Background: an optimization exercise with open tools, aiming at small area. Do not read the settings as production practice. RTL that was checked went through simulation tests only; none was proved equivalent to the original. The flow treats the clock pin as an ideal source, which a real chip does not have. Power figures rest on the tool's default switching activity, not on a simulated workload.

==> garnet: inputs <==
==> flow/design.v <==
module traffic_lights (
  input  logic        clk_i,
  input  logic        srst_i,
  input  logic [2:0]  cmd_type_i,
  input  logic        cmd_valid_i,
  input  logic [15:0] cmd_data_i,
  output logic        red_o,
  output logic        yellow_o,
  output logic        green_o
);
localparam logic [2:0] S_OFF = 3'd0,
                       S_BLK = 3'd1,
                       S_R   = 3'd2,
                       S_RY  = 3'd3,
                       S_G   = 3'd4,
                       S_GB  = 3'd5,
                       S_Y   = 3'd6;
logic [2:0]  state, next_state;
logic [15:0] time_red, time_yellow, time_green;
logic [15:0] u;
logic        p;
logic        term;
logic is_off, is_blk, is_r, is_ry, is_g, is_gb, is_y;
assign is_off = ( state == S_OFF );
assign is_blk = ( state == S_BLK );
assign is_r   = ( state == S_R   );
assign is_ry  = ( state == S_RY  );
assign is_g   = ( state == S_G   );
assign is_gb  = ( state == S_GB  );
assign is_y   = ( state == S_Y   );
logic cmd_on, cmd_off, cmd_blink;
assign cmd_on    = cmd_valid_i && ( cmd_type_i == 3'd0 );
assign cmd_off   = cmd_valid_i && ( cmd_type_i == 3'd1 );
assign cmd_blink = cmd_valid_i && ( cmd_type_i == 3'd2 );
logic is_dur;
assign is_dur = is_r || is_g || is_y;
assign term = !p && ( is_dur ? ( &u ) :
                      is_ry  ? ( u[3] && u[0] ) :             
                      is_gb  ? ( u[3] && u[2] && u[1] ) :     
                               ( u[3] && u[1] && u[0] ) );    
logic go_on, go_blk;
assign go_on  = cmd_on && ( is_off || is_blk );
assign go_blk = cmd_blink && !is_blk;
always_comb
  begin
    next_state = state;
    if( term )
      case( state )
        S_R:     next_state = S_RY;
        S_RY:    next_state = S_G;
        S_G:     next_state = S_GB;
        S_GB:    next_state = S_Y;
        S_Y:     next_state = S_R;
        default: ;
      endcase
    if( go_on )                 next_state = S_R;
    if( go_blk )                next_state = S_BLK;
    if( cmd_off && !is_off )    next_state = S_OFF;
  end
always_ff @( posedge clk_i )
  if( srst_i )
    state <= S_OFF;
  else
    state <= next_state;
logic sel_r, sel_g, sel_y, load;
assign sel_r  = go_on || ( is_y && term && !cmd_blink );
assign sel_g  = is_ry && term && !cmd_blink;
assign sel_y  = is_gb && term && !cmd_blink;
assign load   = go_blk || go_on || term;
logic [15:0] nl;    
assign nl = ~( ( {16{sel_r}} & time_red   ) |
               ( {16{sel_g}} & time_green ) |
               ( {16{sel_y}} & time_yellow ) );
logic [16:0] c;     
logic [15:0] x;
assign c[0] = p && ( u[15] || u[0] || !is_dur );
always_comb
  for( int i = 0; i < 16; i++ )
    begin
      c[i+1] = c[i] && u[i];
      x[i]   = u[i] ^ c[i];
    end
always_ff @( posedge clk_i )
  begin
    p <= load || !p;
    u <= nl & ( {16{load}} | x );
  end
always_ff @( posedge clk_i )
  if( cmd_valid_i && is_blk )
    case( cmd_type_i )
      3'd3: time_green  <= cmd_data_i;
      3'd4: time_red    <= cmd_data_i;
      3'd5: time_yellow <= cmd_data_i;
      default: ;
    endcase
logic [3:0] m;
assign m = u[3:0];
assign red_o    = is_r || is_ry;
assign yellow_o = is_ry || is_y ||
                  ( is_blk && ( u[15] || m < 4'd5 || ( m == 4'd5 && !p ) ) );
assign green_o  = is_g ||
                  ( is_gb && ( u[15] || m < 4'd5 || ( m == 4'd5 && !p ) ||
                               m >= 4'd12 || ( m == 4'd11 && p ) ) );
endmodule
==> flow/flow/run.sh <==
#!/bin/bash
# Own layout flow: the standard synthesis, then the same synthesis with an
# area-oriented ABC script (registers unchanged, checked against the standard
# synthesis), then the standard ORFS layout with small port buffers and a
# lighter clock tree.
set -euo pipefail
W=$(pwd)
F=$W/flow
PLAT=${FLOW_PLATFORM:-sky130hd}
R=$W/orfs/results/$PLAT/traffic_lights/base

# 1. standard synthesis (reference for the registers)
bash standard.sh synth > $W/log_synth_std.txt 2>&1
cp $R/1_2_yosys.v $W/std_1_2_yosys.v

# 2. area-oriented synthesis with a few ABC scripts; keep the smallest
best=""; best_area=""
for s in $F/abc*.script; do
  n=$(basename $s .script)
  make -C $FLOW_HOME DESIGN_CONFIG=$W/config.mk WORK_HOME=$W/orfs_$n CLKGATE_MAP_FILE= \
    SYNTH_SCRIPT=$F/mysynth.tcl MY_ABC=$s synth > $W/log_synth_$n.txt 2>&1 || continue
  v=$W/orfs_$n/results/$PLAT/traffic_lights/base/1_2_yosys.v
  python3 $F/flopcheck.py $W/std_1_2_yosys.v $v >> $W/log_flopcheck.txt 2>&1 || continue
  a=$(grep 'Chip area' $W/orfs_$n/reports/$PLAT/traffic_lights/base/synth_stat.txt | awk '{print $NF}')
  echo "$n $a" >> $W/log_areas.txt
  if [[ -z "$best" ]] || python3 -c "import sys; sys.exit(0 if $a < $best_area else 1)"; then
    best=$v; best_area=$a
  fi
done
if [[ -n "$best" ]]; then
  cp $best $R/1_2_yosys.v
  touch $R/1_2_yosys.v
fi

# 3. layout
bash standard.sh \
  "BUFFER_PORTS_ARGS=-buffer_cell sky130_fd_sc_hd__buf_1" \
  "CTS_ARGS=-sink_clustering_enable -sink_clustering_size 35 -sink_clustering_max_diameter 400 -repair_clock_nets -dont_use_dummy_load -buf_list sky130_fd_sc_hd__clkbuf_4 -root_buf sky130_fd_sc_hd__clkbuf_4" \
  finish > $W/log_layout.txt 2>&1
==> flow/flow/abc1.script <==
strash
&get -n
&st
&syn2
&dch -f
&nf -a -R 1000
&st
&syn2
&dch -f
&nf -a -R 1000
&put
==> flow/flow/abc2.script <==
strash
dc2
&get -n
&st
&dch -f
&nf -a -R 2000
&st
&syn3
&dch -f
&nf -a -R 2000
&st
&syn2
&dch -f
&nf -a -R 2000
&put
==> flow/flow/abc3.script <==
strash
&get -n
&dch
&nf -a -R 1000
&put
==> flow/flow/flopcheck.py <==
# flopcheck.py std.v my.v : same flip-flop instances (name and cell type)?
import re, sys
def flops(f):
    t = open(f).read()
    return sorted(re.findall(r'^\s*(sky130_fd_sc_hd__(?:e?df\w+|dl\w+|sdf\w+))\s+(\S+)\s*\(', t, re.M))
a, b = flops(sys.argv[1]), flops(sys.argv[2])
print(len(a), len(b))
sys.exit(0 if a == b and a else 1)
==> flow/flow/genlib.py <==
import re,sys
t=open(sys.argv[2]).read()
cells=re.split(r'\n\s*cell\s*\(\s*"?',t)[1:]
out=[]
for c in cells:
    name=re.match(r'([\w]+)',c).group(1)
    if re.search(r'\b(ff|latch|statetable)\s*\(',c): continue
    ins=[];outs=[]
    for m in re.finditer(r'(?<![\w_])pin\s*\(\s*"?(\w+)"?\s*\)\s*\{',c):
        pn=m.group(1); body=c[m.end():]
        nxt=re.search(r'(?<![\w_])pin\s*\(',body)
        if nxt: body=body[:nxt.start()]
        d=re.search(r'direction\s*:\s*"?(\w+)',body)
        if not d: continue
        d=d.group(1)
        if d=='input': ins.append(pn)
        elif d=='output':
            f=re.search(r'\bfunction\s*:\s*"([^"]*)"',body)
            outs.append((pn,f.group(1) if f else None))
    if not outs or any(f is None for _,f in outs): continue
    ports=ins+[o for o,_ in outs]
    s=f"module {name}({', '.join(ports)});\n"
    for i in ins: s+=f"  input {i};\n"
    for o,f in outs:
        e=f.replace('!','~').replace('*','&').replace('+','|')
        e=re.sub(r'\)\s*\(',')&(',e)
        s+=f"  output {o};\n  assign {o} = {e};\n"
    s+="endmodule\n"
    out.append(s)
open(sys.argv[1],'w').write(''.join(out))
print(len(out))
==> flow/flow/mysynth.tcl <==
proc synth {args} { yosys synth -nofsm -noshare {*}$args }
set f [open $::env(SCRIPTS_DIR)/synth.tcl]
set t [read $f]
close $f
set n [regsub -all {log_cmd abc \{\*\}\$abc_args} $t {log_cmd abc {*}[lreplace $abc_args 1 1 $::env(MY_ABC)]} t]
if { $n != 1 } { error "abc call not found in synth.tcl" }
uplevel #0 $t
# left out here: clear keep_hierarchy, flatten, clean up, hide names made inside functions, write 1_2_yosys.v
==> flow/standard.sh <==
#!/bin/bash
# synth_recipe.tcl (not shown) runs the flow's synth.tcl, then flattens the netlist and writes it again
# the make line also repeats each setting of config.mk as NAME=value (left out here)
make -C /OpenROAD-flow-scripts/flow DESIGN_CONFIG=/design/flow/config.mk WORK_HOME=/design/flow/orfs CLKGATE_MAP_FILE= SYNTH_SCRIPT=/design/flow/synth_recipe.tcl "${@:-finish}"
==> flow/config.mk <==
export PLATFORM = sky130hd
export DESIGN_NAME = traffic_lights
export DESIGN_NICKNAME = traffic_lights
export VERILOG_FILES = /design/flow/design.v
export SDC_FILE = /design/flow/constraint.sdc
export NUM_CORES = 4
export LEC_CHECK = 0
export CAP_MARGIN = 20
export CORE_MARGIN = 2
export CORE_UTILIZATION = 40
export GPL_TIMING_DRIVEN = 0
export SLEW_MARGIN = 20
==> flow/constraint.sdc <==
create_clock -name core_clock -period 5.0 [get_ports {clk_i}]
set_input_delay 1.0000 -clock core_clock [delete_from_list [all_inputs] [get_ports {clk_i}]]
set_output_delay 1.0000 -clock core_clock [all_outputs]
set_load 0.01 [all_outputs]
==> tundra: changes against garnet <==
--- a/flow/design.v
+++ b/flow/design.v
@@ -8,13 +8,13 @@
   output logic        yellow_o,
   output logic        green_o
 );
-localparam logic [2:0] S_OFF = 3'd0,
-                       S_BLK = 3'd1,
-                       S_R   = 3'd2,
-                       S_RY  = 3'd3,
-                       S_G   = 3'd4,
-                       S_GB  = 3'd5,
-                       S_Y   = 3'd6;
+localparam logic [2:0] S_OFF = 3'd4,
+                       S_BLK = 3'd0,
+                       S_R   = 3'd6,
+                       S_RY  = 3'd2,
+                       S_G   = 3'd3,
+                       S_GB  = 3'd1,
+                       S_Y   = 3'd7;
 logic [2:0]  state, next_state;
 logic [15:0] time_red, time_yellow, time_green;
 logic [15:0] u;
--- a/flow/flow/run.sh
+++ b/flow/flow/run.sh
@@ -32,8 +32,11 @@
   touch $R/1_2_yosys.v
 fi
 
-# 3. layout
+# 3. layout; the clock tree is built by flow/cts_pre.tcl (four clock buffers
+# fed by the clock port), CTS is told to skip the clock net
+export MCT_NBUF=${MCT_NBUF:-4}
+export MCT_CELL=${MCT_CELL:-sky130_fd_sc_hd__clkbuf_8}
 bash standard.sh \
   "BUFFER_PORTS_ARGS=-buffer_cell sky130_fd_sc_hd__buf_1" \
-  "CTS_ARGS=-sink_clustering_enable -sink_clustering_size 35 -sink_clustering_max_diameter 400 -repair_clock_nets -dont_use_dummy_load -buf_list sky130_fd_sc_hd__clkbuf_4 -root_buf sky130_fd_sc_hd__clkbuf_4" \
+  "PRE_CTS_TCL=$F/cts_pre.tcl" \
   finish > $W/log_layout.txt 2>&1
==> flow/flow/abc1.script (replaced) <==
strash
&get -n
&st
&syn3
&dch -f
&nf -a -R 1000
&put
==> flow/flow/abc2.script (replaced) <==
strash
&get -n
&deepsyn -T 60
&put
strash
&get -n
&st
&dch -f
&nf -a -R 1000
&put
==> flow/flow/abc3.script (replaced) <==
strash
&get -n
&deepsyn -T 120 -S 7
&put
strash
&get -n
&st
&dch -f
&nf -a -R 1000
&put
==> flow/flow/cts_pre.tcl (new file) <==
# PRE_CTS hook: build a small manual clock tree; CTS then skips the clock.
source [file join [file dirname [info script]] mantree.tcl]
build_manual_clock_tree clk_i $::env(MCT_NBUF) $::env(MCT_CELL)
==> flow/flow/mantree.tcl (new file) <==
# Manual clock tree: the clock port drives NBUF clock buffers, each driving
# a compact group of flip-flops (recursive bisection of their positions).
proc mct_split { sinks n } {
  if { $n <= 1 || [llength $sinks] <= 1 } { return [list $sinks] }
  set xs [lmap s $sinks { lindex $s 0 }]
  set ys [lmap s $sinks { lindex $s 1 }]
  set dx [expr { [tcl::mathfunc::max {*}$xs] - [tcl::mathfunc::min {*}$xs] }]
  set dy [expr { [tcl::mathfunc::max {*}$ys] - [tcl::mathfunc::min {*}$ys] }]
  set idx [expr { $dx >= $dy ? 0 : 1 }]
  set sinks [lsort -integer -index $idx $sinks]
  set n1 [expr { $n / 2 }]
  set k [expr { int(round(double([llength $sinks]) * $n1 / $n)) }]
  return [concat [mct_split [lrange $sinks 0 [expr { $k - 1 }]] $n1] \
                 [mct_split [lrange $sinks $k end] [expr { $n - $n1 }]]]
}

proc build_manual_clock_tree { clk_port nbuf cell } {
  set block [ord::get_db_block]
  set db [ord::get_db]
  set clk_net [[$block findBTerm $clk_port] getNet]
  set master [$db findMaster $cell]
  set sinks {}
  foreach it [$clk_net getITerms] {
    set inst [$it getInst]
    set box [$inst getBBox]
    lappend sinks [list [expr { ([$box xMin] + [$box xMax]) / 2 }] \
                        [expr { ([$box yMin] + [$box yMax]) / 2 }] $it]
  }
  set g 0
  foreach grp [mct_split $sinks $nbuf] {
    if { [llength $grp] == 0 } { continue }
    set inst [odb::dbInst_create $block $master "clkbuf_man_$g"]
    set net [odb::dbNet_create $block "clknet_man_$g"]
    $net setSigType CLOCK
    [$inst findITerm A] connect $clk_net
    [$inst findITerm X] connect $net
    set sx 0; set sy 0
    foreach s $grp {
      set it [lindex $s 2]
      $it disconnect
      $it connect $net
      incr sx [lindex $s 0]; incr sy [lindex $s 1]
    }
    set cnt [llength $grp]
    $inst setLocation [expr { $sx / $cnt }] [expr { $sy / $cnt }]
    $inst setPlacementStatus PLACED
    puts "manual clock tree: buffer $g ($cell) drives $cnt flip-flops"
    incr g
  }
  set_cts_config -skip_nets [list [$clk_net getName]]
}
CAP_MARGIN = 0   (was 20)
CORE_UTILIZATION = 70   (was 40)
SLEW_MARGIN = 0   (was 20)
removed: flow/flow/genlib.py
==> results by group <==
Outcome
  – Outcome: finished clean

STA
  – Slew margin rel.: 20.69%
  – Final WS setup: ~620 ps
  – Maximum clock frequency: 228.2 MHz

Pwr
  – Comb power: roughly 0.24 mW

Worst setup path
  – Reg2reg end: u[14]
  – Worst-case reg-to-reg path depth: 18
  – CP Buf/Inv Count: 1
  – Worst Path Required: about 5100 ps

Drt
  – DRT met1 WL: 1.857 mm

Die
  – Initial core utilization: 71.94%
  – Die Height: 65.11 um

Placed design
  – Post-placement cell count: around 250

Synth
  – Post-synthesis net count: between 200 and 250
-- figures above: tundra

==> results by group <==
STA
  – Slew margin rel.: between 40% and 50%
  – Maximum clock frequency: 232.8 MHz

Die
  – Die Height: between 80 and 90 um
  – Initial core utilization: 41.79%

Worst setup path
  – CP Buf/Inv Count: 0
  – Worst-case reg-to-reg path depth: 20
  – Worst Path Required: 5290 ps

Synth
  – Post-synthesis net count: around 220

Cells and area
  – Fin cells: 295
  – Buffer share of cell area: between 4 and 5%

Placed design
  – Post-placement cell count: approximately 290

Outcome
  – Outcome: finished clean

GRT
  – GR Util met2: 24.15%

Drt
  – DRT met1 WL: 2.168 mm
-- figures above: garnet

For garnet, only the layout was checked, not whether the RTL still works.

-- re-timing with driven ports --
No port has a modelled driver above. Below, the same layouts with a new extraction and two added sets of constraints.
Step 1 assumes that a clkbuf_16 drives the clock port and a buf_2 every other input.
Step 2, shift: input delay + t, output delay - t, t = (earliest + latest rising clock arrival at the registers) / 2. This alone moves slack from input paths to output paths.
Three values: ideal ports, drivers, drivers and shift; two values: the first two.
run	t (ns)	slack for setup (ns)	worst setup path at the end	latest minus earliest clock arrival (ns)	worst slew at a driven data input, ns
garnet	0.406	0.705 / 0.705 / 0.705	register to register	0.041 / 0.040	0.04
tundra	0.208	0.617 / 0.617 / 0.617	register to register	0.011 / 0.011	0.04
After both steps setup and hold are still met in every run listed.
